This is an optimization exercise on Yosys and OpenROAD, whose aim is small area, a short achievable clock period and few clock cycles per item, not a production implementation.
At most, simulation tests tie the RTL to the original design; equivalence was not proved.
The RTL of runs 1 and 4 to 7 was laid out without a check of its function.
Power and IR drop assume default switching activity.

## design/flow/config.mk

```make
export PLATFORM = sky130hd
export DESIGN_NAME = cache_controller
export DESIGN_NICKNAME = cache_controller
export VERILOG_FILES = /design/flow/design.v
export SDC_FILE = /design/flow/constraint.sdc
export NUM_CORES = 4
export LEC_CHECK = 0
export CAP_MARGIN = 20
export CORE_MARGIN = 2
export CORE_UTILIZATION = 65
export CTS_CLUSTER_DIAMETER = 80
export CTS_CLUSTER_SIZE = 25
export PLACE_DENSITY = 0.78
export SETUP_SLACK_MARGIN = 4.15
export SLEW_MARGIN = 20
export SYNTH_HIERARCHICAL = 1
export SYNTH_MINIMUM_KEEP_SIZE = 0
```

## design/flow/constraint.sdc

```tcl
create_clock -name core_clock -period 6.5 [get_ports {clock}]
set_input_delay 1.3000 -clock core_clock [delete_from_list [all_inputs] [get_ports {clock}]]
set_output_delay 1.3000 -clock core_clock [all_outputs]
set_load 0.01 [all_outputs]
```

## design/flow/design.v

```verilog
`timescale 1ns/100ps
module cache_controller(
    input [31:0] current_instruction,
    input clock,
    input reset,
    input [127:0] inst_readdata,
    input inst_BUSY,
    output reg inst_read,
    output [31:0] output_instr,
    output reg [5:0] inst_address,
    output reg BUSY
);
    reg         cache_VALID [7:0];
    reg [2:0]   cache_TAG   [7:0];
    reg [127:0] ring        [7:0];
    reg [2:0]   label       [7:0];   
    reg         pend;            
    reg  [2:0]  pend_line;       
    reg         idle_rd;         
    reg         done;            
    reg         waiting;         
    reg [3:0]   word_rd;         
    reg [8:0]   slot_ok;         
    reg [31:0]  out_q;
    wire [9:0] address = current_instruction[9:0];
    wire [2:0] index   = address[6:4];
    wire       fetch   = |current_instruction;
    wire       HIT     = cache_VALID[index] && (cache_TAG[index] == address[9:7]);
    wire       ready   = idle_rd && !done && !waiting;
    wire       enter0  = pend && (pend_line == label[7]);
    wire       enter4  = pend && (pend_line == label[3]);
    wire       enter   = enter0 || enter4;
    wire       go      = !pend || enter || (pend_line == index);
    wire miss   = ready && fetch && !HIT;
    wire read_d = idle_rd ? ((miss || waiting) && go) : inst_BUSY;
    wire wait_d = (miss || waiting) && !go;
    wire done_d = idle_rd ? (ready && fetch && HIT) : !inst_BUSY;
    wire last   = !idle_rd && !inst_BUSY;    
    wire pend_d = last || (pend && !enter && !read_d);
    wire       pend_x    = last || (pend && !enter);
    wire [2:0] pend_next = last ? index : pend_line;
    wire [23:0] labels;
    genvar g;
    generate
        for (g = 0; g < 8; g = g + 1) begin : g_slot
            assign labels[3*g +: 3] = label[g];
        end
    endgenerate
    wire [8:0]  hit;
    wire [35:0] sel_g [3:0];
    cache_slot_match u_match (
        .index(index), .labels({pend_line, labels}), .slot_ok(slot_ok),
        .hit(hit)
    );
    genvar q;
    generate
        for (q = 0; q < 4; q = q + 1) begin : g_sel
            cache_word_select u_select (
                .hit(hit), .word(address[3:2]), .enable(idle_rd),
                .sel(sel_g[q])
            );
        end
    endgenerate
    reg [31:0] out_d;
    integer s, w, b;
    always @(*) begin
        out_d = 32'd0;
        for (b = 0; b < 32; b = b + 1) begin
            for (s = 0; s < 8; s = s + 1)
                for (w = 0; w < 4; w = w + 1)
                    out_d[b] = out_d[b] | (sel_g[b/8][4*s+w] & ring[s][32*w+b]);
            for (w = 0; w < 4; w = w + 1)
                out_d[b] = out_d[b] | ((word_rd[w] | sel_g[b/8][32+w]) & inst_readdata[32*w+b]);
        end
    end
    integer i;
    always @(posedge clock or posedge reset) begin
        if (reset) begin
            idle_rd   <= 1'b1;
            done      <= 1'b0;
            waiting   <= 1'b0;
            pend      <= 1'b0;
            slot_ok   <= 9'h0ff;
            for (i = 0; i < 8; i = i + 1)
                label[i] <= i;
        end else begin
            idle_rd   <= !read_d;
            done      <= done_d;
            waiting   <= wait_d;
            pend      <= pend_d;
            slot_ok[0] <= !(pend_x && pend_next == label[7]);
            for (i = 1; i < 8; i = i + 1)
                slot_ok[i] <= !(pend_x && pend_next == label[i-1]);
            slot_ok[8] <= pend_x;
            label[0]  <= label[7];
            for (i = 1; i < 8; i = i + 1)
                label[i] <= label[i-1];
        end
    end
    always @(posedge clock) begin
        inst_read    <= read_d;
        for (i = 0; i < 4; i = i + 1)
            word_rd[i] <= read_d && address[3:2] == i;
        BUSY         <= !done_d;
        inst_address <= address[9:4];
        out_q        <= out_d;
        if (last)
            pend_line <= index;
    end
    assign output_instr = out_q;
    always @(posedge clock or posedge reset) begin
        if (reset) begin
            for (i = 0; i < 8; i = i + 1)
                cache_VALID[i] <= 1'b0;
        end else if (last) begin
            cache_VALID[index] <= 1'b1;
        end
    end
    always @(posedge clock) begin
        if (last)
            cache_TAG[index] <= address[9:7];
    end
    always @(posedge clock) begin
        ring[0] <= enter0 ? inst_readdata : ring[7];
        ring[4] <= enter4 ? inst_readdata : ring[3];
        for (i = 1; i < 8; i = i + 1)
            if (i != 4) ring[i] <= ring[i-1];
    end
endmodule
module cache_slot_match (
    input  [2:0]  index,
    input  [26:0] labels,
    input  [8:0]  slot_ok,
    output [8:0]  hit
);
    genvar s;
    generate
        for (s = 0; s < 9; s = s + 1) begin : g_s
            sel_match u_match (.a(index), .b(labels[3*s +: 3]), .en(slot_ok[s]), .y(hit[s]));
        end
    endgenerate
endmodule
module cache_word_select (
    input  [8:0]  hit,
    input  [1:0]  word,
    input         enable,
    output [35:0] sel
);
    wire [3:0] pq;
    sel_dec2 u_pq (.a(word), .en(enable), .y(pq));
    genvar s, w;
    generate
        for (s = 0; s < 9; s = s + 1) begin : g_s
            for (w = 0; w < 4; w = w + 1) begin : g_w
                sel_and2 u_and (.a(hit[s]), .b(pq[w]), .y(sel[4*s+w]));
            end
        end
    endgenerate
endmodule
module sel_dec2 (input [1:0] a, input en, output [3:0] y);
    assign y = {4{en}} & {a[1] & a[0], a[1] & !a[0], !a[1] & a[0], !a[1] & !a[0]};
endmodule
module sel_match (input [2:0] a, input [2:0] b, input en, output y);
    assign y = en && a == b;
endmodule
module sel_and2 (input a, input b, output y);
    assign y = a & b;
endmodule
```

## design/flow/flow/run.sh

```bash
#!/bin/bash
# The standard layout, with plain buffers on the ports instead of the
# delay cells buffer_ports picks by default. make's output goes to
# make_finish.log; each ORFS step logs under orfs/logs/.
set -euo pipefail
bash standard.sh \
    BUFFER_PORTS_ARGS="-buffer_cell sky130_fd_sc_hd__buf_2" \
    finish > make_finish.log 2>&1
```

## design/flow/standard.sh

```bash
#!/bin/bash
# synth_recipe.tcl (not shown) runs the flow's synth.tcl, then flattens the netlist and writes it again
# the make line also repeats each setting of config.mk as NAME=value (left out here)
make -C /OpenROAD-flow-scripts/flow DESIGN_CONFIG=/design/flow/config.mk WORK_HOME=/design/flow/orfs CLKGATE_MAP_FILE= SYNTH_SCRIPT=/design/flow/synth_recipe.tcl "${@:-finish}"
```

==> results of run 1 <==
[area by class of cell]
type	instances	area (µm²)
Sequential cell	1140	23300
Tap cell	688	861
Fill cell	3272	12000
Clock inverter	1	11.3
Clock buffer	63	1360
Multi-Input combinational cell	1374	13200
Timing Repair Buffer	267	1960
Inverter	8	30.0
[sequential cells by signal, summed over array words and instances, names as in the netlist, 4 cells and up]
register,flops
inst_address,6
slot_ok,9
out_q,32
ring,1024
label,24
word_rd,4
cache_VALID,8
cache_TAG,24
[power groups by stage]
stage	Clock, mW	Combinational (mW)	Sequential, mW
5_1_grt	3.83	2.62	12.1
4_1_cts	3.59	2.39	11.8
3_3_place_gp	0	2.09	11.8
6_report	3.59	2.49	11.9
3_5_place_dp	0	2.15	11.8
2_1_floorplan	0	1.52	11.2
[stage by stage]
| step | instance area (µm²) | setup WS (ps) | power, mW | cells |
|---|---|---|---|---|
| 3_5_place_dp | 37500 | 2610 | 14.0 | 3411 |
| 6_report | 40800 | 3920 | 18.0 | 3541 |
| 5_1_grt | 40800 | 3870 | 18.6 | 3541 |
| 3_3_place_gp | 37500 | 2650 | 13.8 | 3411 |
| 2_1_floorplan | 37300 | 3600 | 12.7 | 2692 |
| 4_1_cts | 40200 | 3980 | 17.8 | 3506 |
[timing repair]
action,4_1_cts,5_1_grt
pin swaps,68,50
gates cloned,11,1
resized for setup,256,63
setup buffers,20,34
setup endpoints to repair,319,270
[per-module statistics from Yosys (local to each module, per instance), excerpt]
| module | cell area [µm²] | times used | flip-flops and latches |
|---|---|---|---|
| sel_and2 | 6.26 | 144 | 0 |
| cache_controller | 33500 | 1 | 1140 |
| sel_match | 35.0 | 9 | 0 |
| sel_dec2 | 37.5 | 4 | 0 |
[worst paths after layout]
check                           depth (start not counted)             end                   start  slack (ps)
worst max register to register                          9        out_q[2]             label[7][1]        4200
worst min register to register                          0     ring[2][68]             ring[1][68]         340
worst max-delay path                                    9        out_q[1]  current_instruction[4]        3920
worst min-delay path                                    0     ring[2][68]             ring[1][68]         340
min in group asynchronous                               2  cache_VALID[7]                   reset         890
max in group asynchronous                               2     label[5][1]                   reset        4980
[synth_stat cells, types with 2 or more instances]
| master | count |
|---|---|
| nor2_1 | 12 |
| buf_1 | 23 |
| nand2_1 | 11 |
| a22oi_1 | 576 |
| dfxtp_1 | 1071 |
| inv_1 | 8 |
| nand3_1 | 32 |
| and3_2 | 4 |
| dfstp_2 | 21 |
| xor2_1 | 36 |
| clkbuf_1 | 140 |
| or2_1 | 2 |
| or2_2 | 25 |
| mux4_2 | 4 |
| mux2_2 | 262 |
| and2_1 | 145 |
| clkbuf_2 | 3 |
| a211oi_1 | 3 |
| xnor2_1 | 27 |
| nor3b_2 | 4 |
| nand2b_1 | 3 |
| o31ai_1 | 2 |
| o22ai_1 | 2 |
| and3b_1 | 8 |
| edfxtp_1 | 24 |
| and4_1 | 9 |
| mux2i_1 | 3 |
| buf_2 | 10 |
| nor3b_1 | 2 |
| o32ai_1 | 2 |
| nor2b_1 | 2 |
| nor4_1 | 40 |
| nor3_1 | 6 |
| dfrtp_1 | 24 |
| nand4_1 | 138 |
[metal layers]
metal,track usage,vias to the layer above,part of all wire
li1,-,10265,-
met1,0.498,12177,0.39
met2,0.602,1548,0.46
met3,0.0861,390,0.098
met4,0.211,0,0.053
met5,0,-,0
[logic make-up after synthesis]
logic type,count (synthesis),share of synthesized area
AOI/OAI and AO/OA,591,0.128
DFF,1140,0.669
muxes,269,0.0881
buffers and inverters,185,0.0206
xor gates and xnor gates,63,0.0158
and+or+nand+nor,444,0.0789
==> run notes, run 1 <==
vias in the first global route=between 20,000 and 25,000; Skew-Pair Late Insertion Delay=approximately 650 ps; commonest cells after routing, fill and taps aside=dfxtp_1, a22oi_2, a22oi_1, mux2_2, buf_2; Pre-Repair DR Iteration Count=5; headroom to the max-slew limit=0.346; Int Power=~13 mW; flop and latch count out of synthesis=between 1,000 and 1,500; Starting Density=0.661; Hold WC Path Type=reg -> reg; dpl hpwl=~66 mm; yosys warns=13; Residual DRC=0; max incr delay on CP=between 300 and 400 ps; fmax=slightly below 400 MHz; GR Overflow Total=0; cell family with most CP delay=simple AND/OR/NAND/NOR gates; die width=~240 µm; share of post-route cells with drive strength above 1=0.407; final antenna-violating net count=0; Routability Congestion=0.970; clk root buf=clkbuf_16; part of the power in registers=0.663; GRT Total Usage=0.384; pin count of the biggest net entering global routing=59; final WL=roughly 110 mm; Peak VDD IR=~310 µV; hold_buf cts=0; number of antenna violations at the first check in global routing=0; switching share of power=0.295; fin nets=approximately 3,000; Synth Flop Type=dfxtp_1; CP max-delay cell=nor4_2; critical path arrival=3090 ps; power share of the clock group=0.199; RSZ-0062 raised after global routing=yes; IO buf count=202; via count=24,380; row count=84; CP Buf/Inv Count=2; CP Capture Type=flop; worst slew pin tran=approximately 1000 ps; post-synth top area cell=dfxtp_1; Worst Path Required=about 7000 ps; Cell Chain, Critical Path=buf_12 > xnor2_1 > and4_4 > and2_4 > buf_6 > a22oi_2 > nand4_1 > nor4_2 > nand3_1; I/O pin count=a little over 200; crit share post-route=0.397; die height=236 µm; WL/cell=about 30 µm; Synth Instances=about 2,700; Final TNS setup=0 ps; syn nets=approximately 2,900; combinational share of power=0.138; clock skew=around 26 ps; CTS tree=done; power density of the placed cells=roughly 440 nW/µm²; Yosys top cell area share=0.615; Worst Path Max Fanout=22; max-cap viol count=0; Leak Pwr=between 15 and 20 nW; wire length of the first global-routing pass=roughly 160 mm; total CTS buffers=between 50 and 60; commonest non-fill, non-tap cell in the layout=dfxtp_1; Final Critical Period=2580 ps; switching pwr=roughly 5.3 mW; fin util=0.773; register clock-pin slew on the reported worst setup and hold paths=approximately 90 ps; Worst Setup Start Kind=input port; syn avg cell area=13.0 µm²; Synth Cell Area=between 30,000 and 40,000 µm²; Post-synth EDFFs=24; Synth cell types=43; area delta synth->final=17.0%; clock sinks=1,140; Area contributors post-synth=dfxtp_1, a22oi_1, mux2_2; # setup viols final=0; critical path type=in -> reg; die area=around 56,000 µm²; Seq/Total Area, Yosys=0.669; status=complete, no violations; asr flop ratio synth=0.0395; Final Hold Fails=0; Pins Over Slew Limit=0; final antenna diode count=0; vias per cell=about 7; H-tree depth=2; core area=between 50,000 and 60,000 µm²; WHS=344 ps; buffer depth of the longest clock path=3; Initial DRC Count=about 2,600
==> run 2: changes to the inputs <==
--- a/design/flow/design.v
+++ b/design/flow/design.v
@@ -79,6 +79,7 @@
             idle_rd   <= 1'b1;
             done      <= 1'b0;
             waiting   <= 1'b0;
+            inst_read <= 1'b0;
             pend      <= 1'b0;
             slot_ok   <= 9'h0ff;
             for (i = 0; i < 8; i = i + 1)
@@ -87,6 +88,7 @@
             idle_rd   <= !read_d;
             done      <= done_d;
             waiting   <= wait_d;
+            inst_read <= read_d;
             pend      <= pend_d;
             slot_ok[0] <= !(pend_x && pend_next == label[7]);
             for (i = 1; i < 8; i = i + 1)
@@ -98,7 +100,6 @@
         end
     end
     always @(posedge clock) begin
-        inst_read    <= read_d;
         for (i = 0; i < 4; i = i + 1)
             word_rd[i] <= read_d && address[3:2] == i;
         BUSY         <= !done_d;
--- a/design/flow/config.mk
+++ b/design/flow/config.mk
@@ -7,10 +7,10 @@
 export LEC_CHECK = 0
 export CAP_MARGIN = 20
 export CORE_MARGIN = 2
-export CORE_UTILIZATION = 65
+export CORE_UTILIZATION = 55
 export CTS_CLUSTER_DIAMETER = 80
 export CTS_CLUSTER_SIZE = 25
-export PLACE_DENSITY = 0.78
+export PLACE_DENSITY = 0.7
 export SETUP_SLACK_MARGIN = 4.15
 export SLEW_MARGIN = 20
 export SYNTH_HIERARCHICAL = 1
==> run notes, run 2 <==
status=complete, no violations; final antenna diode count=0 (unchanged); final WL=112 mm (+2.6%); cell family with most CP delay=flip-flops; commonest non-fill, non-tap cell in the layout=dfxtp_1; core area=62,900 µm² (+19%); IO buf count=202 (unchanged); yosys warns=13 (unchanged); Synth Instances=2,692 (unchanged); Reg2Reg Depth=5 (-4); most frequent cells after synthesis=dfxtp_1, a22oi_1, mux2_2, and2_1, clkbuf_1; Pre-Repair DR Iteration Count=5 (unchanged); area of the multi-input gates=13,500 µm² (+2.2%); Pins Over Slew Limit=0 (unchanged); final antenna-violating net count=0 (unchanged); Initial DRC Count=2,255 (-14%); Synth Cell Area=34,900 µm² (about the same); part of the power in registers=0.661 (-0.002); worst slew pin tran=676 ps (-305 ps); syn nets=2,855 (unchanged); Skew-Pair Late Insertion Delay=640 ps (about the same); fin nets=3,020 (+0.50%); headroom to the max-slew limit=0.550 (+0.204); wire length of the first global-routing pass=160 mm (+0.26%); Hold WC Path Type=reg -> reg; RSZ-0062 raised after global routing=yes; Cell Chain, Critical Path=buf_2; I/O pin count=203 (unchanged); dpl hpwl=67.6 mm (+2.3%); Yosys top cell area share=0.614 (-0.000662); Worst Path Max Fanout=1 (-95%); Synth cell types=43 (unchanged); Routability Congestion=0.908 (-6.4%); crit share post-route=0.388 (-0.00970); critical path type=reg -> out; Final Hold Fails=0 (unchanged); die height=256 µm (+8.6%); Final TNS setup=0 ps (unchanged); asr flop ratio synth=0.0404 (+0.000877); WL/cell=30.2 µm (-2.2%); fmax=397 MHz (+2.5%); Worst Path Required=5200 ps (-1810 ps); post-synth top area cell=dfxtp_1; vias in the first global route=24,623 (-1.4%); switching share of power=0.294 (about the same); Leak Pwr=16.0 nW (+1.3%); WHS=351 ps (+6.85 ps); Synth Flop Type=dfxtp_1; Seq/Total Area, Yosys=0.669 (about the same); CP max-delay cell=dfrtp_1; H-tree depth=2 (unchanged); fin util=0.662 (-0.111); Int Power=12.8 mW (+0.44%); Post-synth EDFFs=24 (unchanged); buffer depth of the longest clock path=3 (unchanged); GRT Total Usage=0.325 (-0.0598); Stages on worst setup path=1 (-8); total area of sequential cells=23,400 µm² (about the same); total CTS buffers=51 (unchanged); pin count of the biggest net entering global routing=63 (+6.8%); Top Registers=ring (1024), out_q (32); Reg with most FFs=ring; # setup viols final=0 (unchanged); row count=92 (+9.5%); Worst Setup Start Kind=flop; switching pwr=5.33 mW (+0.30%); Largest register FFs=1,024 (unchanged); critical path arrival=1220 ps (-1870 ps); clock skew=22.0 ps (-3.73 ps); area delta synth->final=19.3%; die area=65,400 µm² (+18%); Final Critical Period=2520 ps (-63.0 ps); share of post-route cells with drive strength above 1=0.425 (+0.0175); combinational share of power=0.141 (+0.003); Hold Path Stages=0 (unchanged); number of antenna violations at the first check in global routing=3 (+3); GR Overflow Total=0 (unchanged); number of fill cells=4,543 (+39%); Starting Density=0.555 (-0.106); via count=24,274 (-0.43%); most instantiated library cell after synthesis=dfxtp_1; commonest cells after routing, fill and taps aside=dfxtp_1, a22oi_2, a22oi_1, mux2_2, buf_2; die width=256 µm (+8.6%); vias per cell=6.54 (-5.0%); max-cap viol count=0 (unchanged); register clock-pin slew on the reported worst setup and hold paths=100 ps (about the same); Residual DRC=0 (unchanged); power density of the placed cells=435 nW/µm² (-1.5%); CTS tree=done; max incr delay on CP=430 ps (+80 ps); CP Buf/Inv Count=1 (-1); syn avg cell area=13.0 µm² (about the same); clk root buf=clkbuf_16; power share of the clock group=0.198 (about the same); hold_buf cts=0 (unchanged); CP Capture Type=output pin; Area contributors post-synth=dfxtp_1, a22oi_1, mux2_2; Peak VDD IR=233 µV (-25%); clock sinks=1,140 (unchanged); flop and latch count out of synthesis=1,140 (unchanged)
run 2: final timing paths:
kind,endpoint,startpoint,slack [ps]
max,inst_read,inst_read,3980
min,ring[6][61],ring[5][61],350
max reg2reg,ring[0][54],label[7][0],4170
min reg2reg,ring[6][61],ring[5][61],350
max in group asynchronous,label[7][2],reset,5330
min in group asynchronous,cache_VALID[1],reset,620
run 2: final cells by class:
cell class                 count  share of cell area
sequential                  1140               0.562
multi-input combinational   1377               0.325
timing repair buffer         279              0.0541
clock buffer                  62              0.0329
tap                          846              0.0255
inverter                       8            0.000812
clock inverter                 1            0.000211
run 2: kinds of logic (layout without fill, tap and decap cells):
kind of cell / count (synthesis) / after routing / share of synthesized area
flops: 1140 / 1140 / 0.669
buf+inv: 185 / 350 / 0.0206
xor+xnor: 63 / 63 / 0.0158
simple gates: 444 / 454 / 0.0789
compound gates: 591 / 591 / 0.128
mux: 269 / 269 / 0.0881
run 2: per-module statistics from Yosys (local to each module, per instance), excerpt:
| module | cells inside | area (µm²) |
|---|---|---|
| cache_controller | 2496 | 33500 |
| sel_dec2 | 4 | 37.5 |
| sel_match | 4 | 35.0 |
| sel_and2 | 1 | 6.26 |
run 2: what timing repair did:
item | in CTS | in global routing
endpoints found under the setup margin | 291 | 269
pin swaps | 28 | 112
buffers inserted | 6 | 58
gates cloned | 8 | 9
gates resized for setup | 218 | 166
run 2: power by group through the flow:
stage,clock network (mW),logic [mW],registers [mW]
6_report,3.58,2.56,12.0
5_1_grt,3.86,2.71,12.2
4_1_cts,3.61,2.36,11.8
3_5_place_dp,0,2.16,11.9
3_3_place_gp,0,2.10,11.8
2_1_floorplan,0,1.52,11.2
run 2: per-stage QoR:
stage | instance area, µm² | total power, mW | setup slack [ps] | cells
floorplan | 37400 | 12.7 | 3600 | 2692
global placement | 37700 | 13.9 | 2750 | 3568
detailed placement | 37700 | 14.0 | 2740 | 3568
CTS | 40000 | 17.8 | 3960 | 3645
global route | 41600 | 18.7 | 3940 | 3713
finish | 41600 | 18.1 | 3980 | 3713
run 2: layer usage:
| metal | vias to the layer above | track usage | wire length [µm] |
|---|---|---|---|
| met1 | 12121 | 0.435 | 45700 |
| met5 | - | 0 | 71 |
| met3 | 368 | 0.0696 | 10200 |
| met2 | 1454 | 0.511 | 51000 |
| met4 | 6 | 0.137 | 5170 |
| li1 | 10325 | - | - |
Testbench counts of run 2, summed over its fixed seeds: cycles 16,889, requests 6,400.
==> run 3: changes to the inputs <==
--- a/design/flow/config.mk
+++ b/design/flow/config.mk
@@ -8,8 +8,8 @@
 export CAP_MARGIN = 20
 export CORE_MARGIN = 2
 export CORE_UTILIZATION = 55
-export CTS_CLUSTER_DIAMETER = 80
-export CTS_CLUSTER_SIZE = 25
+export CTS_CLUSTER_DIAMETER = 70
+export CTS_CLUSTER_SIZE = 32
 export PLACE_DENSITY = 0.7
 export SETUP_SLACK_MARGIN = 4.15
 export SLEW_MARGIN = 20
==> run notes, run 3 <==
status=complete, no violations; Final Power=18.3 mW (+1.2%); Yosys top cell area share=0.614 (unchanged); worst slew pin tran=624 ps (-51.2 ps); hold_buf cts=0 (unchanged); final WL=111 mm (-0.76%); total CTS buffers=48 (-5.9%); Final TNS setup=0 ps (unchanged); asr flop ratio synth=0.0404 (unchanged); Area contributors post-synth=dfxtp_1, a22oi_1, mux2_2; clock skew=24.3 ps (+2.29 ps); Largest register FFs=1,024 (unchanged); H-tree depth=2 (unchanged); GR Overflow Total=0 (unchanged); most instantiated library cell after synthesis=dfxtp_1; buffer depth of the longest clock path=3 (unchanged); Leak Pwr=16.0 nW (-0.35%); vias in the first global route=24,340 (-1.1%); number of antenna violations at the first check in global routing=3 (unchanged); die area=65,400 µm² (unchanged); headroom to the max-slew limit=0.584 (+0.0341); Synth Instances=2,692 (unchanged); fin nets=2,994 (-0.86%); commonest cells after routing, fill and taps aside=dfxtp_1, a22oi_2, a22oi_1, mux2_2, buf_2; syn nets=2,855 (unchanged); dpl hpwl=67.6 mm (unchanged); Reg2Reg Depth=5 (unchanged); Pins Over Slew Limit=0 (unchanged); Placed Instances=3,568 (unchanged); Synth Flop Type=dfxtp_1; Worst Setup Start Kind=input port; post-synth top area cell=dfxtp_1; die height=256 µm (unchanged); RSZ-0062 raised after global routing=yes; yosys warns=13 (unchanged); wire length of the first global-routing pass=159 mm (-0.84%); max-cap viol count=0 (unchanged); Seq/Total Area, Yosys=0.669 (unchanged); clock sinks=1,140 (unchanged); IO buf count=202 (unchanged); final std cells w/o fill=3,708 (-0.13%); Initial DRC Count=2,351 (+4.3%); Worst Path Required=6990 ps (+1790 ps); Hold Path Stages=0 (unchanged); crit share post-route=0.392 (+0.00460); vias per cell=6.51 (-0.37%); Hold WC Path Type=reg -> reg; Top Registers=ring (1024), out_q (32); GRT Total Usage=0.322 (-0.00256); die width=256 µm (unchanged); pin count of the biggest net entering global routing=63 (unchanged); critical path type=in -> reg; Worst Path Max Fanout=8 (+7); Starting Density=0.555 (unchanged); Final Critical Period=2550 ps (+29.9 ps); final antenna-violating net count=0 (unchanged); Routability Congestion=0.908 (unchanged); commonest non-fill, non-tap cell in the layout=dfxtp_1; Peak VDD IR=308 µV (+32%); fin util=0.658 (-0.00362); share of post-route cells with drive strength above 1=0.419 (-0.00595); Reg with most FFs=ring; Pre-Repair DR Iteration Count=5 (unchanged); flop and latch count out of synthesis=1,140 (unchanged); clk root buf=clkbuf_16; WL/cell=30.0 µm (-0.62%); power density of the placed cells=443 nW/µm² (+1.8%); Residual DRC=0 (unchanged); Post-synth EDFFs=24 (unchanged); row count=92 (unchanged); register clock-pin slew on the reported worst setup and hold paths=120 ps (+20 ps); syn avg cell area=13.0 µm² (unchanged); I/O pin count=203 (unchanged); Final WS setup=3950 ps (-29.9 ps); core area=62,900 µm² (unchanged); most frequent cells after synthesis=dfxtp_1, a22oi_1, mux2_2, and2_1, clkbuf_1; Skew-Pair Late Insertion Delay=650 ps (about the same); Synth Cell Area=34,900 µm² (unchanged); area delta synth->final=18.6%; Final Hold Fails=0 (unchanged); via count=24,152 (-0.50%); critical path arrival=3040 ps (+1820 ps); number of fill cells=4,570 (+0.59%); Worst Setup Slack post-DPL=2740 ps (unchanged); fmax=392 MHz (-1.2%); CP Capture Type=flop; Synth cell types=43 (unchanged); CTS tree=done; # setup viols final=0 (unchanged)
[run 3: cell counts after synthesis]
Identical to the previous run, type by type.
[run 3: per-module statistics from Yosys (local to each module, per instance), excerpt]
module            copies in the design  cell area [µm²]  flops+latches  cells
sel_and2                           144             6.26              0      1
sel_match                            9             35.0              0      4
sel_dec2                             4             37.5              0      4
cache_controller                     1            33500           1140   2496
[run 3: worst max-delay path: stages]
cell,delay (ps)
buf_16,120
buf_4,160
xnor2_4,130
and4_4,240
and2_4,230
buf_4,150
a22oi_1,180
nand4_1,140
nor4_2,210
nand3_1,170
[run 3: logic make-up (layout without fill, tap and decap cells)]
family	count (synthesis)	in the layout	synth area share
AO/OA/AOI/OAI	591	591	0.128
AND/OR/NAND/NOR	444	454	0.0789
other	0	2	0
buffers and inverters	185	343	0.0206
XOR/XNOR	63	63	0.0158
flip-flops	1140	1140	0.669
multiplexers	269	269	0.0881
[run 3: path summary, 6_finish.rpt]
path,startpoint,to,slack (ps)
worst max-delay path,current_instruction[5],out_q[7],3950
worst min-delay path,ring[1][80],ring[2][80],350
worst max register to register,label[7][0],ring[0][22],4170
worst min register to register,ring[1][80],ring[2][80],350
max in group asynchronous,reset,label[6][1],5360
min in group asynchronous,reset,cache_VALID[7],600
[run 3: layout make-up]
| class | instances | area [µm²] | area share |
|---|---|---|---|
| Tap cell | 846 | 1060 | 0.0256 |
| Sequential cell | 1140 | 23400 | 0.565 |
| Multi-Input combinational cell | 1377 | 13400 | 0.323 |
| Antenna cell | 2 | 5.00 | 0.000121 |
| Clock inverter | 27 | 340 | 0.00823 |
| Timing Repair Buffer | 256 | 1940 | 0.0470 |
| Inverter | 8 | 33.8 | 0.000817 |
| Clock buffer | 52 | 1260 | 0.0304 |
[run 3: timing repair]
action                                  4_1_cts  5_1_grt
cloned                                        6        9
buffers inserted                              3       40
resized for setup                           204      144
pin swaps                                    17      120
hold endpoints to repair                      0        0
endpoints found under the setup margin      291      248
[run 3: through the flow]
step	hold WS, ps	instance area (µm²)
2_1_floorplan	331	37400
3_3_place_gp	333	37700
3_5_place_dp	336	37700
4_1_cts	351	40100
5_1_grt	354	41400
6_report	347	41400
[run 3: per-layer routing]
metal	global-route usage	share of wire	up-vias
met5	0	0.00088	-
met4	0.144	0.044	4
met3	0.0671	0.092	360
met2	0.504	0.45	1446
met1	0.432	0.41	12060
li1	-	-	10282
[run 3: report_power, final]
group	switching (mW)	leakage [nW]	internal [mW]	total, mW
combinational	1.21	5.50	1.31	2.52
clock	2.29	0.784	1.57	3.86
sequential	1.99	9.69	9.94	11.9
==> run 4: changes to the inputs <==
--- a/design/flow/design.v
+++ b/design/flow/design.v
@@ -13,7 +13,8 @@
     reg         cache_VALID [7:0];
     reg [2:0]   cache_TAG   [7:0];
     reg [127:0] ring        [7:0];
-    reg [2:0]   label       [7:0];   
+    reg [2:0]   ptr;
+    wire [2:0]  label       [7:0];   
     reg         pend;            
     reg  [2:0]  pend_line;       
     reg         idle_rd;         
@@ -43,6 +44,7 @@
     genvar g;
     generate
         for (g = 0; g < 8; g = g + 1) begin : g_slot
+            assign label[g] = g - ptr;
             assign labels[3*g +: 3] = label[g];
         end
     endgenerate
@@ -79,27 +81,23 @@
             idle_rd   <= 1'b1;
             done      <= 1'b0;
             waiting   <= 1'b0;
-            inst_read <= 1'b0;
             pend      <= 1'b0;
             slot_ok   <= 9'h0ff;
-            for (i = 0; i < 8; i = i + 1)
-                label[i] <= i;
+            ptr       <= 3'd0;
         end else begin
             idle_rd   <= !read_d;
             done      <= done_d;
             waiting   <= wait_d;
-            inst_read <= read_d;
             pend      <= pend_d;
             slot_ok[0] <= !(pend_x && pend_next == label[7]);
             for (i = 1; i < 8; i = i + 1)
                 slot_ok[i] <= !(pend_x && pend_next == label[i-1]);
             slot_ok[8] <= pend_x;
-            label[0]  <= label[7];
-            for (i = 1; i < 8; i = i + 1)
-                label[i] <= label[i-1];
+            ptr       <= ptr + 3'd1;
         end
     end
     always @(posedge clock) begin
+        inst_read    <= read_d;
         for (i = 0; i < 4; i = i + 1)
             word_rd[i] <= read_d && address[3:2] == i;
         BUSY         <= !done_d;
--- a/design/flow/config.mk
+++ b/design/flow/config.mk
@@ -8,8 +8,8 @@
 export CAP_MARGIN = 20
 export CORE_MARGIN = 2
 export CORE_UTILIZATION = 55
-export CTS_CLUSTER_DIAMETER = 70
-export CTS_CLUSTER_SIZE = 32
+export CTS_CLUSTER_DIAMETER = 80
+export CTS_CLUSTER_SIZE = 25
 export PLACE_DENSITY = 0.7
 export SETUP_SLACK_MARGIN = 4.15
 export SLEW_MARGIN = 20
==> run notes, run 4 <==
WL/cell=29.6 µm (-1.5%); Cell Chain, Critical Path=buf_6 > ha_4 > xor2_4 > inv_2 > xnor2_2 > and4_4 > and2_4 > buf_12 > a22oi_1 > nand4_1 > nor4_2 > nand3_1; Synth Cell Area=34,300 µm² (-1.6%); total area of sequential cells=22,800 µm² (-2.3%); clk root buf=clkbuf_16; Synth Flop Type=dfxtp_1; dpl hpwl=65.3 mm (-3.4%); Reg2Reg Depth=12 (+7); asr flop ratio synth=0.0214 (-0.0189); Seq/Total Area, Yosys=0.664 (-0.00510); Top Registers=ring (1024), out_q (32), cache_TAG (24); WHS=343 ps (-3.76 ps); number of fill cells=4,548 (-0.48%); area delta synth->final=18.1%; Post-synth EDFFs=24 (unchanged); row count=91 (-1.1%); syn nets=2,848 (-0.25%); flop and latch count out of synthesis=1,119 (-1.8%); H-tree depth=2 (unchanged); Routability Congestion=0.913 (+0.59%); R2R Setup Slk=3890 ps (-280 ps); Critical Path Start=ptr[1]; GR Overflow Total=0 (unchanged); max incr delay on CP=490 ps (+250 ps); number of antenna violations at the first check in global routing=1 (-2); buffer depth of the longest clock path=3 (unchanged); wire length of the first global-routing pass=158 mm (-0.63%); Synth Instances=2,683 (-0.33%); headroom to the max-slew limit=0.356 (-0.227); Pre-Repair DR Iteration Count=5 (unchanged); core area=61,700 µm² (-1.8%); Pins Over Slew Limit=0 (unchanged); share of post-route cells with drive strength above 1=0.407 (-0.0115); crit share post-route=0.401 (+0.00916); CP Capture Type=flop; hold_buf cts=0 (unchanged); Worst Setup Start Kind=flop; # setup viols final=0 (unchanged); Residual DRC=0 (unchanged); fin nets=3,010 (+0.53%); fmax=383 MHz (-2.3%); most frequent cells after synthesis=dfxtp_1, a22oi_1, mux2_2, and2_1, clkbuf_1; status=complete, no violations; CP max-delay cell=dfrtp_2; total CTS buffers=50 (+4.2%); Final Hold Fails=0 (unchanged); power density of the placed cells=429 nW/µm² (-3.1%); vias per cell=6.43 (-1.3%); RR Startpoint=ptr[1]; Worst Path Max Fanout=8 (unchanged); RSZ-0062 raised after global routing=yes; die area=64,400 µm² (-1.6%); syn avg cell area=12.8 µm² (-1.3%); pin count of the biggest net entering global routing=43 (-32%); Hold Path Stages=0 (unchanged); post-synth top area cell=dfxtp_1; most instantiated library cell after synthesis=dfxtp_1; Placed Instances=3,549 (-0.53%); placed cell area=37,200 µm² (-1.5%); cell area after layout=40,500 µm² (-2.0%); clock skew=28.8 ps (+4.55 ps); Reg with most FFs=ring; die width=254 µm (-0.78%); Leak Pwr=15.6 nW (-2.4%); final antenna-violating net count=0 (unchanged); Yosys top cell area share=0.625 (+0.0105); GRT Total Usage=0.333 (+0.0106); Final TNS setup=0 ps (unchanged); max-cap viol count=0 (unchanged); CTS tree=done; Final Critical Period=2610 ps (+59.5 ps); Hold Path Origin=ring[2][1]; Worst Path Required=7010 ps (+20 ps); critical path arrival=3120 ps (+80 ps); die height=254 µm (-0.78%); register clock-pin slew on the reported worst setup and hold paths=100 ps (-20 ps); final std cells w/o fill=3,695 (-0.35%); IO buf count=202 (unchanged); clock sinks=1,119 (-1.8%); Starting Density=0.556 (+0.00125); area of the multi-input gates=13,100 µm² (-1.9%); Peak VDD IR=256 µV (-17%); Initial DRC Count=2,427 (+3.2%); critical path type=reg -> reg; I/O pin count=203 (unchanged); final WL=109 mm (-1.8%); vias in the first global route=24,291 (-0.20%); commonest cells after routing, fill and taps aside=dfxtp_1, a22oi_2, a22oi_1, mux2_2, buf_2; Skew-Pair Late Insertion Delay=640 ps (about the same); Largest register FFs=1,024 (unchanged); via count=23,757 (-1.6%); Hold WC Path Type=reg -> reg; yosys warns=11 (-2); Area contributors post-synth=dfxtp_1, a22oi_1, mux2_2; worst slew pin tran=960 ps (+335 ps); Synth cell types=54 (+26%); commonest non-fill, non-tap cell in the layout=dfxtp_1
## run 4: cell types whose count changed after synthesis, moves of 4 or more
cell	delta
mux2i_1	+4
a21oi_1	+5
xor2_1	-29
inv_1	+4
dfrtp_1	-10
dfstp_2	-12
nand2_1	+8
buf_1	-9
mux2_2	-6
xnor2_1	+13
nand4_1	-8
clkbuf_1	+6
buf_2	+4
## run 4: per-module statistics from Yosys (local to each module, per instance), excerpt
module | times used | area [µm²] | flip-flops and latches
cache_controller | 1 | 32900 | 1119
sel_dec2 | 4 | 37.5 | 0
sel_match | 9 | 35.0 | 0
sel_and2 | 144 | 6.26 | 0
## run 4: layout make-up
type / instances / share of cell area
diodes: 1 / 0.0000617
clock buffers: 64 / 0.0345
inverters: 14 / 0.00142
multi-input cells: 1376 / 0.324
flip-flops and latches: 1119 / 0.563
well taps: 837 / 0.0258
repair buffers: 284 / 0.0518
## run 4: worst max-delay path, delay by kind of cell, from the launching register on
kind,cells,cell delay [ps]
AO/OA/AOI/OAI,1,160
XOR/XNOR,2,290
buffers and inverters,3,360
AND/OR/NAND/NOR,5,1000
adder cells (fa/ha/maj),1,170
flip-flops,1,490
## run 4: per-layer routing
metal | wire (µm) | GRT usage
met5 | 0 | 0
met4 | 4970 | 0.148
met3 | 10700 | 0.0794
met2 | 48500 | 0.504
met1 | 45000 | 0.454
## run 4: repair_timing
action                                  4_1_cts  5_1_grt
buffers inserted                             22       49
hold endpoints to repair                      0        0
gates cloned                                  9        1
pin swaps                                    31      137
gates resized for setup                     191      115
endpoints found under the setup margin      305      159
## run 4: cell families (layout without fill, tap and decap cells)
family | count (synthesis) | in the layout | share of synthesized area
mux | 268 | 268 | 0.0893
compound gates | 601 | 601 | 0.131
simple gates | 453 | 458 | 0.0813
fa+ha+maj | 2 | 2 | 0.000729
flops | 1119 | 1119 | 0.664
xor+xnor | 47 | 47 | 0.0120
buf+inv | 193 | 362 | 0.0221
other cells | 0 | 1 | 0
## run 4: worst paths after layout
check / end
max in group asynchronous: ptr[0]
min in group asynchronous: cache_VALID[4]
hold reg to reg: ring[3][1]
hold / removal: ring[3][1]
setup reg to reg: out_q[4]
setup / recovery: out_q[4]
## run 4: power breakdown
part	internal (mW)	leakage, nW	switching (mW)
Combinational	1.22	5.51	1.09
Sequential	9.65	9.39	1.85
Clock	1.51	0.684	2.07
Total	12.4	15.6	5.00
## run 4: stage by stage
step	utilization	worst slack (ps)	power, mW
3_5_place_dp	0.602	2640	13.4
2_1_floorplan	-	3520	12.3
6_report	0.657	3890	17.4
3_3_place_gp	0.602	2700	13.3
5_1_grt	0.657	3800	18.0
4_1_cts	0.642	3930	17.2
==> run 5: changes to the inputs <==
--- a/design/flow/flow/run.sh
+++ b/design/flow/flow/run.sh
@@ -4,5 +4,5 @@
 # make_finish.log; each ORFS step logs under orfs/logs/.
 set -euo pipefail
 bash standard.sh \
-    BUFFER_PORTS_ARGS="-buffer_cell sky130_fd_sc_hd__buf_2" \
+    BUFFER_PORTS_ARGS="-buffer_cell sky130_fd_sc_hd__buf_1" \
     finish > make_finish.log 2>&1
==> run notes, run 5 <==
yosys warns=11 (unchanged); RSZ-0062 raised after global routing=yes; area delta synth->final=19.8%; Initial DRC Count=2,650 (+9.2%); row count=91 (unchanged); vias in the first global route=24,782 (+2.0%); die width=254 µm (unchanged); vias per cell=6.50 (+1.1%); clock skew=19.8 ps (-9.00 ps); Critical Path Start=current_instruction[4]; via count=24,384 (+2.6%); Pins Over Slew Limit=0 (unchanged); share of post-route cells with drive strength above 1=0.377 (-0.0306); dpl hpwl=65.6 mm (+0.46%); GR Overflow Total=0 (unchanged); final WL=111 mm (+2.0%); die area=64,400 µm² (unchanged); Final Critical Period=2680 ps (+70.0 ps); Final WS setup=3820 ps (-70.0 ps); H-tree depth=2 (unchanged); combinational share of power=0.135 (+0.002); Starting Density=0.556 (unchanged); GRT Total Usage=0.336 (+0.00356); Synth Instances=2,683 (unchanged); buffer depth of the longest clock path=3 (unchanged); status=complete, no violations; Seq/Total Area, Yosys=0.664 (unchanged); Post-synth EDFFs=24 (unchanged); most instantiated library cell after synthesis=dfxtp_1; Synth cell types=54 (unchanged); Final Hold Fails=0 (unchanged); Largest register FFs=1,024 (unchanged); headroom to the max-slew limit=0.345 (-0.0109); power share of the clock group=0.204 (-0.002); Worst Setup Start Kind=input port; Reg2Reg Depth=12 (unchanged); Area contributors post-synth=dfxtp_1, a22oi_1, mux2_2; switching pwr=5.06 mW (+1.2%); Skew-Pair Late Insertion Delay=650 ps (about the same); Worst Path Required=7020 ps (about the same); crit share post-route=0.412 (+0.0108); number of fill cells=4,497 (-1.1%); power density of the placed cells=424 nW/µm² (-1.1%); Routability Congestion=0.926 (+1.4%); Worst Path Max Fanout=8 (unchanged); Reg with most FFs=ring; clock sinks=1,119 (unchanged); crit path to=out_q[11]; commonest non-fill, non-tap cell in the layout=dfxtp_1; fin nets=3,068 (+1.9%); Int Power=12.4 mW (about the same); Top Registers=ring (1024), out_q (32), cache_TAG (24); post-synth top area cell=dfxtp_1; clk root buf=clkbuf_16; syn nets=2,848 (unchanged); RR Startpoint=ptr[0]; syn avg cell area=12.8 µm² (unchanged); critical path type=in -> reg; # setup viols final=0 (unchanged); most frequent cells after synthesis=dfxtp_1, a22oi_1, mux2_2, and2_1, clkbuf_1; Hold WC Path Type=reg -> reg; Final Power=17.4 mW (+0.32%); core area=61,700 µm² (unchanged); die height=254 µm (unchanged); pin count of the biggest net entering global routing=57 (+33%); switching share of power=0.290 (+0.00257); R2R Setup Slk=3870 ps (-20 ps); asr flop ratio synth=0.0214 (unchanged); number of antenna violations at the first check in global routing=2 (+1); register clock-pin slew on the reported worst setup and hold paths=100 ps (about the same); CTS tree=done; Synth Cell Area=34,300 µm² (unchanged); Final TNS setup=0 ps (unchanged); total CTS buffers=50 (unchanged); Peak VDD IR=254 µV (-0.79%); part of the power in registers=0.662 (about the same); Leak Pwr=15.5 nW (-0.70%); fmax=373 MHz (-2.6%); commonest cells after routing, fill and taps aside=dfxtp_1, a22oi_2, a22oi_1, mux2_2, buf_1; I/O pin count=203 (unchanged); r2r endpoint=out_q[11]; flop and latch count out of synthesis=1,119 (unchanged); max-cap viol count=0 (unchanged); critical path arrival=3200 ps (+80 ps); IO buf count=202 (unchanged); wire length of the first global-routing pass=160 mm (+1.4%); Residual DRC=0 (unchanged); Pre-Repair DR Iteration Count=6 (+1); CP Capture Type=flop; worst slew pin tran=976 ps (+16.3 ps); final antenna-violating net count=0 (unchanged); Synth Flop Type=dfxtp_1; WL/cell=29.7 µm (+0.45%); Worst Setup Slack post-DPL=2580 ps (-68.1 ps); Yosys top cell area share=0.625 (unchanged)
## run 5: layer usage
layer  track usage  up-vias  wire [µm]
li1              -    10365          -
met1         0.449    12101      45200
met2         0.507     1537      49400
met3        0.0895      381      11500
met4         0.162        0       5330
met5             0        -          0
## run 5: worst min-delay path by stage
stage                        end    startpoint  cells past startpoint  slack, ps
floorplan           ring[1][104]  ring[0][104]                      0        330
global placement     ring[2][89]   ring[1][89]                      0        330
detailed placement   ring[7][52]   ring[6][52]                      0        340
CTS                  ring[1][21]   ring[0][21]                      0        350
global route        ring[1][104]  ring[0][104]                      0        360
finish               ring[1][15]   ring[0][15]                      0        350
## run 5: repair_timing
item / 4_1_cts / 5_1_grt
setup endpoints to repair: 304 / 118
pin swaps: 110 / 98
setup buffers: 57 / 65
cloned: 11 / 4
resized for setup: 324 / 90
hold buffers: 0 / 0
## run 5: through the flow
stage / cells / cell area (µm²) / util / hold WS [ps]
2_1_floorplan: 2683 / 36900 / - / 331
3_3_place_gp: 3551 / 36900 / 0.598 / 334
3_5_place_dp: 3551 / 36900 / 0.598 / 336
4_1_cts: 3682 / 40100 / 0.649 / 349
5_1_grt: 3753 / 41100 / 0.666 / 357
6_report: 3753 / 41100 / 0.666 / 350
## run 5: layout make-up
class                           count  area (µm²)  share of cell area
Inverter                           14        60.1             0.00146
Clock buffer                       62        1360              0.0331
Timing Repair Buffer              339        2440              0.0595
Sequential cell                  1119       22800               0.555
Antenna cell                        2        5.00            0.000122
Clock inverter                      1        7.51            0.000183
Tap cell                          837        1050              0.0255
Multi-Input combinational cell   1379       13400               0.325
## run 5: per-module statistics from Yosys, one instance, submodules excluded, a selection
module	times used	flops+latches	area, µm²
cache_controller	1	1119	32900
sel_and2	144	0	6.26
sel_dec2	4	0	37.5
sel_match	9	0	35.0
## run 5: power groups by stage
stage | Combinational, mW | Sequential, mW | Clock [mW]
after global placement | 1.90 | 11.4 | 0
final | 2.35 | 11.5 | 3.55
after detailed placement | 1.95 | 11.5 | 0
after global routing | 2.48 | 11.8 | 3.81
after CTS | 2.22 | 11.4 | 3.57
after floorplan | 1.40 | 10.9 | 0
## run 5: kinds of logic after synthesis
logic type,count (synthesis),share of synthesized area
DFF,1119,0.664
buffers and inverters,193,0.0221
AOI/OAI and AO/OA,601,0.131
xor gates and xnor gates,47,0.0120
and+or+nand+nor,453,0.0813
adders and majority gates,2,0.000729
muxes,268,0.0893
## run 5: critical path: stages
cell and delay [ps]:
buf_8 100, buf_12 140, buf_6 130, xnor2_2 130
and4_4 250, and2_4 240, buf_4 160, a22oi_2 150
nand4_1 140, nor4_2 350, nand3_1 100
==> run 6: changes to the inputs <==
--- a/design/flow/design.v
+++ b/design/flow/design.v
@@ -13,8 +13,7 @@
     reg         cache_VALID [7:0];
     reg [2:0]   cache_TAG   [7:0];
     reg [127:0] ring        [7:0];
-    reg [2:0]   ptr;
-    wire [2:0]  label       [7:0];   
+    reg [2:0]   label       [7:0];   
     reg         pend;            
     reg  [2:0]  pend_line;       
     reg         idle_rd;         
@@ -44,19 +43,18 @@
     genvar g;
     generate
         for (g = 0; g < 8; g = g + 1) begin : g_slot
-            assign label[g] = g - ptr;
             assign labels[3*g +: 3] = label[g];
         end
     endgenerate
     wire [8:0]  hit;
-    wire [35:0] sel_g [3:0];
+    wire [35:0] sel_g [1:0];
     cache_slot_match u_match (
         .index(index), .labels({pend_line, labels}), .slot_ok(slot_ok),
         .hit(hit)
     );
     genvar q;
     generate
-        for (q = 0; q < 4; q = q + 1) begin : g_sel
+        for (q = 0; q < 2; q = q + 1) begin : g_sel
             cache_word_select u_select (
                 .hit(hit), .word(address[3:2]), .enable(idle_rd),
                 .sel(sel_g[q])
@@ -70,9 +68,9 @@
         for (b = 0; b < 32; b = b + 1) begin
             for (s = 0; s < 8; s = s + 1)
                 for (w = 0; w < 4; w = w + 1)
-                    out_d[b] = out_d[b] | (sel_g[b/8][4*s+w] & ring[s][32*w+b]);
+                    out_d[b] = out_d[b] | (sel_g[b/16][4*s+w] & ring[s][32*w+b]);
             for (w = 0; w < 4; w = w + 1)
-                out_d[b] = out_d[b] | ((word_rd[w] | sel_g[b/8][32+w]) & inst_readdata[32*w+b]);
+                out_d[b] = out_d[b] | ((word_rd[w] | sel_g[b/16][32+w]) & inst_readdata[32*w+b]);
         end
     end
     integer i;
@@ -81,23 +79,27 @@
             idle_rd   <= 1'b1;
             done      <= 1'b0;
             waiting   <= 1'b0;
+            inst_read <= 1'b0;
             pend      <= 1'b0;
             slot_ok   <= 9'h0ff;
-            ptr       <= 3'd0;
+            for (i = 0; i < 8; i = i + 1)
+                label[i] <= i;
         end else begin
             idle_rd   <= !read_d;
             done      <= done_d;
             waiting   <= wait_d;
+            inst_read <= read_d;
             pend      <= pend_d;
             slot_ok[0] <= !(pend_x && pend_next == label[7]);
             for (i = 1; i < 8; i = i + 1)
                 slot_ok[i] <= !(pend_x && pend_next == label[i-1]);
             slot_ok[8] <= pend_x;
-            ptr       <= ptr + 3'd1;
+            label[0]  <= label[7];
+            for (i = 1; i < 8; i = i + 1)
+                label[i] <= label[i-1];
         end
     end
     always @(posedge clock) begin
-        inst_read    <= read_d;
         for (i = 0; i < 4; i = i + 1)
             word_rd[i] <= read_d && address[3:2] == i;
         BUSY         <= !done_d;
--- a/design/flow/flow/run.sh
+++ b/design/flow/flow/run.sh
@@ -4,5 +4,5 @@
 # make_finish.log; each ORFS step logs under orfs/logs/.
 set -euo pipefail
 bash standard.sh \
-    BUFFER_PORTS_ARGS="-buffer_cell sky130_fd_sc_hd__buf_1" \
+    BUFFER_PORTS_ARGS="-buffer_cell sky130_fd_sc_hd__buf_2" \
     finish > make_finish.log 2>&1
==> run notes, run 6 <==
adder-cell share of the synthesized area=0 (-0.000729); Leak Pwr=16.5 nW (+6.5%); fmax=383 MHz (+2.7%); Final TNS setup=0 ps (unchanged); core area=61,700 µm² (unchanged); Worst Setup Start Kind=input port; Routability Congestion=0.912 (-1.5%); clock sinks=1,140 (+1.9%); crit share post-route=0.401 (-0.0109); cell area after layout=42,000 µm² (+2.1%); syn avg cell area=13.2 µm² (+3.1%); RSZ-0062 raised after global routing=yes; # setup viols final=0 (unchanged); commonest non-fill, non-tap cell in the layout=dfxtp_1; WHS=331 ps (-18.7 ps); Top Registers=ring (1024), out_q (32); clk root buf=clkbuf_16; Synth cell types=51 (-5.6%); share of post-route cells with drive strength above 1=0.399 (+0.0220); Final Hold Fails=0 (unchanged); flop and latch count out of synthesis=1,140 (+1.9%); GRT Total Usage=0.348 (+0.0114); area of the multi-input gates=12,500 µm² (-6.2%); Area contributors post-synth=dfxtp_1, a22oi_1, mux2_2; die area=64,500 µm² (+0.17%); Synth Flop Type=dfxtp_1; critical path type=in -> reg; die height=254 µm (about the same); Placed Instances=3,489 (-1.7%); register clock-pin slew on the reported worst setup and hold paths=100 ps (about the same); critical path arrival=3140 ps (-60 ps); Worst Path Max Fanout=10 (+2); Synth Instances=2,607 (-2.8%); r2r endpoint=out_q[1]; final WL=123 mm (+11%); max-cap viol count=0 (unchanged); Pins Over Slew Limit=0 (unchanged); XOR/XNOR share of the synthesized area=0.0161 (+0.00406); Hold WC Path Type=reg -> reg; clock skew=29.1 ps (+9.25 ps); vias in the first global route=24,412 (-1.5%); most instantiated library cell after synthesis=dfxtp_1; Synth Cell Area=34,400 µm² (+0.17%); number of antenna violations at the first check in global routing=6 (+4); die width=254 µm (about the same); via count=25,409 (+4.2%); Initial DRC Count=3,513 (+33%); fin nets=3,069 (+0.033%); main combinational cell family by area after synthesis=compound AO/OA/AOI/OAI gates; dpl hpwl=62.8 mm (-4.3%); fin util=0.680 (+0.0142); Peak VDD IR=307 µV (+21%); most frequent cells after synthesis=dfxtp_1, a22oi_1, mux2_2, clkbuf_1, nand4_1; post-synth top area cell=dfxtp_1; CP Capture Type=flop; met3 GRT Util=0.0868 (-0.00277); asr flop ratio synth=0.0404 (+0.0189); final antenna-violating net count=0 (unchanged); Reg with most FFs=ring; total CTS buffers=53 (+6.0%); vias per cell=6.76 (+4.1%); Worst Path Required=7030 ps (about the same); Synth Area in Simple Gates=0.0637 (-0.0176); Yosys top cell area share=0.623 (-0.00163); Skew-Pair Late Insertion Delay=660 ps (about the same); row count=91 (unchanged); commonest cells after routing, fill and taps aside=dfxtp_1, a22oi_1, a22oi_2, mux2_2, buf_2; met2 Track Usage GR=0.514 (+0.00703); Largest register FFs=1,024 (unchanged); pin count of the biggest net entering global routing=59 (+3.5%); worst slew pin tran=999 ps (+23.4 ps); M1 GR Usage=0.489 (+0.0399); I/O pin count=203 (unchanged); crit path to=out_q[1]; IO buf count=202 (unchanged); H-tree depth=2 (unchanged); Residual DRC=0 (unchanged); Critical Path Start=current_instruction[4]; wire length of the first global-routing pass=163 mm (+2.2%); headroom to the max-slew limit=0.332 (-0.0130); syn nets=2,770 (-2.7%); Pre-Repair DR Iteration Count=6 (unchanged); layer with the highest usage=met2; Starting Density=0.557 (+0.000933); CTS tree=done; GR Overflow Total=0 (unchanged); status=complete, no violations; yosys warns=13 (+2); number of fill cells=4,319 (-4.0%); Seq/Total Area, Yosys=0.678 (+0.0148); Final Critical Period=2610 ps (-70.6 ps); Post-synth EDFFs=24 (unchanged); Reg2Reg Depth=6 (-6); RR Startpoint=idle_rd; final std cells w/o fill=3,758 (+0.13%); hold_buf cts=0 (unchanged); Synth Area in Compound Gates=0.130 (-0.00102); placed cell area=36,900 µm² (unchanged); R2R Setup Slk=4070 ps (+200 ps); WL/cell=32.8 µm (+11%); power density of the placed cells=403 nW/µm² (-4.9%); proportion of synthesized area in mux cells=0.0901 (+0.000724); area delta synth->final=22.1%; total area of sequential cells=23,400 µm² (+2.4%); buffer depth of the longest clock path=3 (unchanged)
[run 6: changes by cell type after synthesis, moves of 13 or more]
cell / change
mux2_2: -32
buf_2: +13
xor2_1: +28
and2_1: -73
mux2_1: +32
buf_1: -14
[run 6: worst max-delay path: stages]
cell,delay (ps)
buf_16,130
xnor2_2,120
and4_4,240
buf_4,150
and2_4,250
buf_12,180
a22oi_2,110
nand4_1,180
nor4_2,350
nand3_1,110
[run 6: stage by stage]
stage / setup slack (ps) / total power [mW]
2_1_floorplan: 3700 / 11.6
3_3_place_gp: 2560 / 12.4
3_5_place_dp: 2710 / 12.5
4_1_cts: 4040 / 16.5
5_1_grt: 3890 / 17.4
6_report: 3890 / 16.9
[run 6: how the worst min path moves through the flow]
stage | from | endpoint | slack [ps] | cells past startpoint
2_1_floorplan | ring[0][121] | ring[1][121] | 330 | 0
3_3_place_gp | ring[1][80] | ring[2][80] | 330 | 0
3_5_place_dp | ring[0][62] | ring[1][62] | 340 | 0
4_1_cts | ring[2][16] | ring[3][16] | 330 | 0
5_1_grt | ring[1][86] | ring[2][86] | 340 | 0
6_report | ring[2][16] | ring[3][16] | 330 | 0
[run 6: layer usage]
layer  vias to the layer above  share of wire
li1                      10347              -
met1                     12718           0.40
met2                      1972           0.43
met3                       368           0.13
met4                         4          0.045
met5                         -        0.00023
[run 6: Yosys stat by module (local to each module, per instance), excerpt]
module | cells inside | copies in the design
sel_and2 | 1 | 72
cache_controller | 2491 | 1
sel_dec2 | 4 | 2
sel_match | 4 | 9
[run 6: layout make-up]
| class | count | area share |
|---|---|---|
| inverters | 7 | 0.000715 |
| clock buffers | 57 | 0.0335 |
| multi-input cells | 1319 | 0.299 |
| well taps | 837 | 0.0249 |
| clock inverters | 8 | 0.00197 |
| flip-flops and latches | 1140 | 0.557 |
| repair buffers | 385 | 0.0834 |
| diodes | 5 | 0.000298 |
[run 6: kinds of logic after synthesis]
family / after synthesis
muxes: 271
and+or+nand+nor: 353
DFF: 1140
AOI/OAI and AO/OA: 595
buffers and inverters: 185
xor gates and xnor gates: 63
[run 6: what timing repair did]
item,4_1_cts,5_1_grt
cloned,25,22
pin swaps,32,119
setup buffers,35,117
endpoints found under the hold margin,0,0
setup endpoints to repair,275,226
gates resized for setup,194,151
[run 6: report_power, final]
group / leakage (nW) / internal [mW] / switching (mW)
Combinational: 6.08 / 1.13 / 1.16
Clock: 0.732 / 1.57 / 2.22
Sequential: 9.67 / 9.33 / 1.53
==> run 7: changes to the inputs <==
--- a/design/flow/design.v
+++ b/design/flow/design.v
@@ -27,18 +27,21 @@
     wire       fetch   = |current_instruction;
     wire       HIT     = cache_VALID[index] && (cache_TAG[index] == address[9:7]);
     wire       ready   = idle_rd && !done && !waiting;
-    wire       enter0  = pend && (pend_line == label[7]);
-    wire       enter4  = pend && (pend_line == label[3]);
+    wire       last    = !idle_rd && !inst_BUSY;
+    wire       pend_e  = pend || last;
+    wire [2:0] pline_e = last ? index : pend_line;
+    wire       enter0, enter4;
+    sel_match u_enter0 (.a(pline_e), .b(label[7]), .en(pend_e), .y(enter0));
+    sel_match u_enter4 (.a(pline_e), .b(label[3]), .en(pend_e), .y(enter4));
     wire       enter   = enter0 || enter4;
     wire       go      = !pend || enter || (pend_line == index);
     wire miss   = ready && fetch && !HIT;
     wire read_d = idle_rd ? ((miss || waiting) && go) : inst_BUSY;
     wire wait_d = (miss || waiting) && !go;
     wire done_d = idle_rd ? (ready && fetch && HIT) : !inst_BUSY;
-    wire last   = !idle_rd && !inst_BUSY;    
-    wire pend_d = last || (pend && !enter && !read_d);
-    wire       pend_x    = last || (pend && !enter);
-    wire [2:0] pend_next = last ? index : pend_line;
+    wire pend_d = pend_e && !enter && !read_d;
+    wire       pend_x    = pend_e && !enter;
+    wire [2:0] pend_next = pline_e;
     wire [23:0] labels;
     genvar g;
     generate
@@ -47,14 +50,14 @@
         end
     endgenerate
     wire [8:0]  hit;
-    wire [35:0] sel_g [1:0];
+    wire [35:0] sel_g [3:0];
     cache_slot_match u_match (
         .index(index), .labels({pend_line, labels}), .slot_ok(slot_ok),
         .hit(hit)
     );
     genvar q;
     generate
-        for (q = 0; q < 2; q = q + 1) begin : g_sel
+        for (q = 0; q < 4; q = q + 1) begin : g_sel
             cache_word_select u_select (
                 .hit(hit), .word(address[3:2]), .enable(idle_rd),
                 .sel(sel_g[q])
@@ -68,9 +71,9 @@
         for (b = 0; b < 32; b = b + 1) begin
             for (s = 0; s < 8; s = s + 1)
                 for (w = 0; w < 4; w = w + 1)
-                    out_d[b] = out_d[b] | (sel_g[b/16][4*s+w] & ring[s][32*w+b]);
+                    out_d[b] = out_d[b] | (sel_g[b/8][4*s+w] & ring[s][32*w+b]);
             for (w = 0; w < 4; w = w + 1)
-                out_d[b] = out_d[b] | ((word_rd[w] | sel_g[b/16][32+w]) & inst_readdata[32*w+b]);
+                out_d[b] = out_d[b] | ((word_rd[w] | sel_g[b/8][32+w]) & inst_readdata[32*w+b]);
         end
     end
     integer i;
==> run notes, run 7 <==
H-tree depth=2 (unchanged); Final Critical Period=2790 ps (+177 ps); Reg with most FFs=ring; core area=62,900 µm² (+1.8%); die area=65,400 µm² (+1.4%); Synth cell types=48 (-5.9%); Synth Flop Type=dfxtp_1; commonest cells after routing, fill and taps aside=dfxtp_1, a22oi_1, a22oi_2, mux2_4, buf_2; WHS Endpoint=ring[5][65]; Yosys top cell area share=0.614 (-0.00881); Post-synth EDFFs=24 (unchanged); RSZ-0062 raised after global routing=yes; clock sinks=1,140 (unchanged); Leak Pwr=16.4 nW (-0.49%); crit share post-route=0.429 (+0.0273); IO buf count=202 (unchanged); critical path arrival=3330 ps (+190 ps); buffer depth of the longest clock path=3 (unchanged); CP Capture Type=flop; syn avg cell area=13.0 µm² (-1.7%); I/O pin count=203 (unchanged); clk root buf=clkbuf_16; Hold Path Origin=ring[4][65]; fmax=359 MHz (-6.4%); share of post-route cells with drive strength above 1=0.395 (-0.00368); final WL=119 mm (-3.6%); yosys warns=13 (unchanged); register clock-pin slew on the reported worst setup and hold paths=100 ps (about the same); via count=24,569 (-3.3%); number of antenna violations at the first check in global routing=4 (-2); RR Startpoint=idle_rd; total CTS buffers=51 (-3.8%); Synth Cell Area=34,900 µm² (+1.4%); Skew-Pair Late Insertion Delay=660 ps (about the same); Synth Instances=2,690 (+3.2%); post-synth top area cell=dfxtp_1; clock skew=23.9 ps (-5.20 ps); headroom to the max-slew limit=0.340 (+0.00809); Hold WC Path Type=reg -> reg; critical path type=in -> reg; GRT Total Usage=0.351 (+0.00330); Placed Instances=3,565 (+2.2%); # setup viols final=0 (unchanged); asr flop ratio synth=0.0404 (unchanged); GR Overflow Total=0 (unchanged); r2r endpoint=ring[0][33]; most instantiated library cell after synthesis=dfxtp_1; CTS tree=done; Pre-Repair DR Iteration Count=5 (-1); area delta synth->final=22.0%; most frequent cells after synthesis=dfxtp_1, a22oi_1, mux2_2, clkbuf_1, and2_1; Final Hold Fails=0 (unchanged); Initial DRC Count=2,455 (-30%); R2R Setup Slk=3820 ps (-250 ps); die height=256 µm (+0.70%); status=complete, no violations; pin count of the biggest net entering global routing=47 (-20%); Worst Path Max Fanout=7 (-3); power density of the placed cells=466 nW/µm² (+16%); dpl hpwl=67.7 mm (+7.7%); fin nets=3,042 (-0.88%); Top Registers=ring (1024), out_q (32); wire length of the first global-routing pass=171 mm (+4.5%); flop and latch count out of synthesis=1,140 (unchanged); WL/cell=31.8 µm (-3.2%); syn nets=2,853 (+3.0%); Worst Path Required=7040 ps (about the same); Final TNS setup=0 ps (unchanged); Pins Over Slew Limit=0 (unchanged); row count=92 (+1.1%); Starting Density=0.555 (-0.00225); die width=256 µm (+0.70%); Worst Setup Start Kind=input port; hold_buf cts=0 (unchanged); final antenna-violating net count=0 (unchanged); Largest register FFs=1,024 (unchanged); vias per cell=6.57 (-2.8%); Seq/Total Area, Yosys=0.669 (-0.00959); commonest non-fill, non-tap cell in the layout=dfxtp_1; worst slew pin tran=987 ps (-12.1 ps); Peak VDD IR=285 µV (-7.2%); max-cap viol count=0 (unchanged); Reg2Reg Depth=10 (+4); final std cells w/o fill=3,740 (-0.48%); Hold Path Stages=0 (unchanged); vias in the first global route=25,577 (+4.8%); Area contributors post-synth=dfxtp_1, a22oi_1, mux2_2; Routability Congestion=0.886 (-2.9%); Residual DRC=0 (unchanged)
[run 7: changes by cell type in the layout (fill, tap and decap cells not counted), moves of 17 or more]
| cell | before | now |
|---|---|---|
| mux2_4 | 0 | 185 |
| buf_16 | 5 | 23 |
| dfxtp_1 | 1038 | 1056 |
| mux2_2 | 224 | 71 |
| and2_4 | 78 | 129 |
| buf_6 | 48 | 24 |
| buf_4 | 110 | 36 |
| or2_2 | 8 | 25 |
| mux2_1 | 33 | 3 |
[run 7: layer usage]
metal / track usage / routed length [µm]
met5: 0 / 13
met4: 0.189 / 6850
met3: 0.0762 / 10800
met2: 0.546 / 53400
met1: 0.459 / 47800
[run 7: modules after synthesis, one instance, submodules excluded, excerpt]
| module | cells inside | times used | flops+latches |
|---|---|---|---|
| sel_match | 4 | 11 | 0 |
| sel_and2 | 1 | 144 | 0 |
| sel_dec2 | 4 | 4 | 0 |
| cache_controller | 2486 | 1 | 1140 |
[run 7: worst max-delay path: stages]
cell and delay [ps]:
buf_8 100, nor2_4 90, buf_12 140, mux2i_4 280
inv_4 100, xnor2_4 190, and4_4 330, buf_12 190
buf_12 120, buf_16 150, mux2_4 310
[run 7: cell type report]
cell class | instances | area, µm²
clock buffer | 61 | 1370
sequential | 1140 | 23300
fill | 4445 | 20300
clock inverter | 3 | 52.6
timing repair buffer | 305 | 2930
inverter | 5 | 30.0
antenna | 4 | 10.0
tap | 846 | 1060
multi-input combinational | 1376 | 13700
[run 7: logic make-up (layout without fill, tap and decap cells)]
| group | count (synthesis) | count (layout) | synth area share |
|---|---|---|---|
| AO/OA/AOI/OAI | 594 | 594 | 0.128 |
| XOR/XNOR | 62 | 62 | 0.0156 |
| buffers and inverters | 183 | 374 | 0.0201 |
| flip-flops | 1140 | 1140 | 0.669 |
| multiplexers | 270 | 270 | 0.0882 |
| other | 0 | 4 | 0 |
| AND/OR/NAND/NOR | 441 | 450 | 0.0794 |
[run 7: through the flow]
step	setup slack (ps)	cell area, µm²	util	hold slack, ps	total power [mW]
after floorplan	3230	37800	-	331	13.5
after global placement	2010	37800	0.602	334	14.5
after detailed placement	1950	37800	0.602	337	14.7
after CTS	3810	41800	0.665	332	19.3
after global routing	3670	42500	0.677	351	20.5
final	3710	42500	0.677	344	19.8
[run 7: worst max path at each step]
| stage | end | cells past startpoint | startpoint | slack [ps] |
|---|---|---|---|---|
| final | ring[0][33] | 11 | inst_BUSY | 3710 |
| after floorplan | ring[0][100] | 8 | inst_BUSY | 3230 |
| after global routing | pend | 13 | inst_BUSY | 3670 |
| after global placement | ring[4][35] | 8 | inst_BUSY | 2010 |
| after CTS | ring[4][36] | 12 | inst_BUSY | 3810 |
| after detailed placement | ring[4][103] | 8 | inst_BUSY | 1950 |
[run 7: timing repair]
item                       in CTS  in global routing
setup buffers                  64                  9
pin swaps                      69                 19
setup endpoints to repair     347                347
resized for setup             308                123
gates cloned                   27                  7
[run 7: power by group]
part / switching (mW) / internal, mW
combinational: 1.70 / 2.23
sequential: 2.06 / 10.2
clock: 2.13 / 1.55
total: 5.89 / 13.9

==> what the ideal ports hide <==
In the flow no input, the clock included, has a driving cell. The finished layouts below were timed again as built, in two steps.
Step 1: set_driving_cell puts a clkbuf_16 on clock and a buf_2 on each other input, an assumption about the parent block.
Step 2 moves the port delays by t, midway between the first and last clock arrival at a register: inputs arrive t later, outputs are due t later. That takes back most of the time a late clock gives input paths.
a / b / c = ideal / step 1 / step 2; a / b = the first two.
| run | t, ns | slack for setup (ns) | worst hold slack (ns) | worst setup path at the end | worst register clock-pin slew, ns |
|---|---|---|---|---|---|
| run 1 | 0.697 | 3.917 / 3.717 / 3.021 | 0.344 / 0.344 / 0.344 | input to register | 0.10 / 0.10 |
| run 2 | 0.698 | 3.980 / 3.884 / 3.186 | 0.351 / 0.351 / 0.351 | input to register | 0.10 / 0.10 |
| run 3 | 0.703 | 3.950 / 3.860 / 3.157 | 0.347 / 0.347 / 0.347 | input to register | 0.12 / 0.12 |
| run 4 | 0.699 | 3.891 / 3.884 / 3.186 | 0.343 / 0.343 / 0.343 | input to register | 0.10 / 0.10 |
| run 5 | 0.697 | 3.821 / 3.845 / 3.149 | 0.350 / 0.350 / 0.350 | input to register | 0.11 / 0.11 |
| run 6 | 0.708 | 3.892 / 3.830 / 3.121 | 0.331 / 0.331 / 0.331 | input to register | 0.10 / 0.10 |
| run 7 | 0.712 | 3.714 / 3.673 / 2.962 | 0.344 / 0.344 / 0.344 | input to register | 0.11 / 0.11 |
After both steps setup and hold are still met in every run listed. For run 1, which loses most, drivers alone change the setup slack by -0.200 ns; drivers and shift together by -0.896 ns.
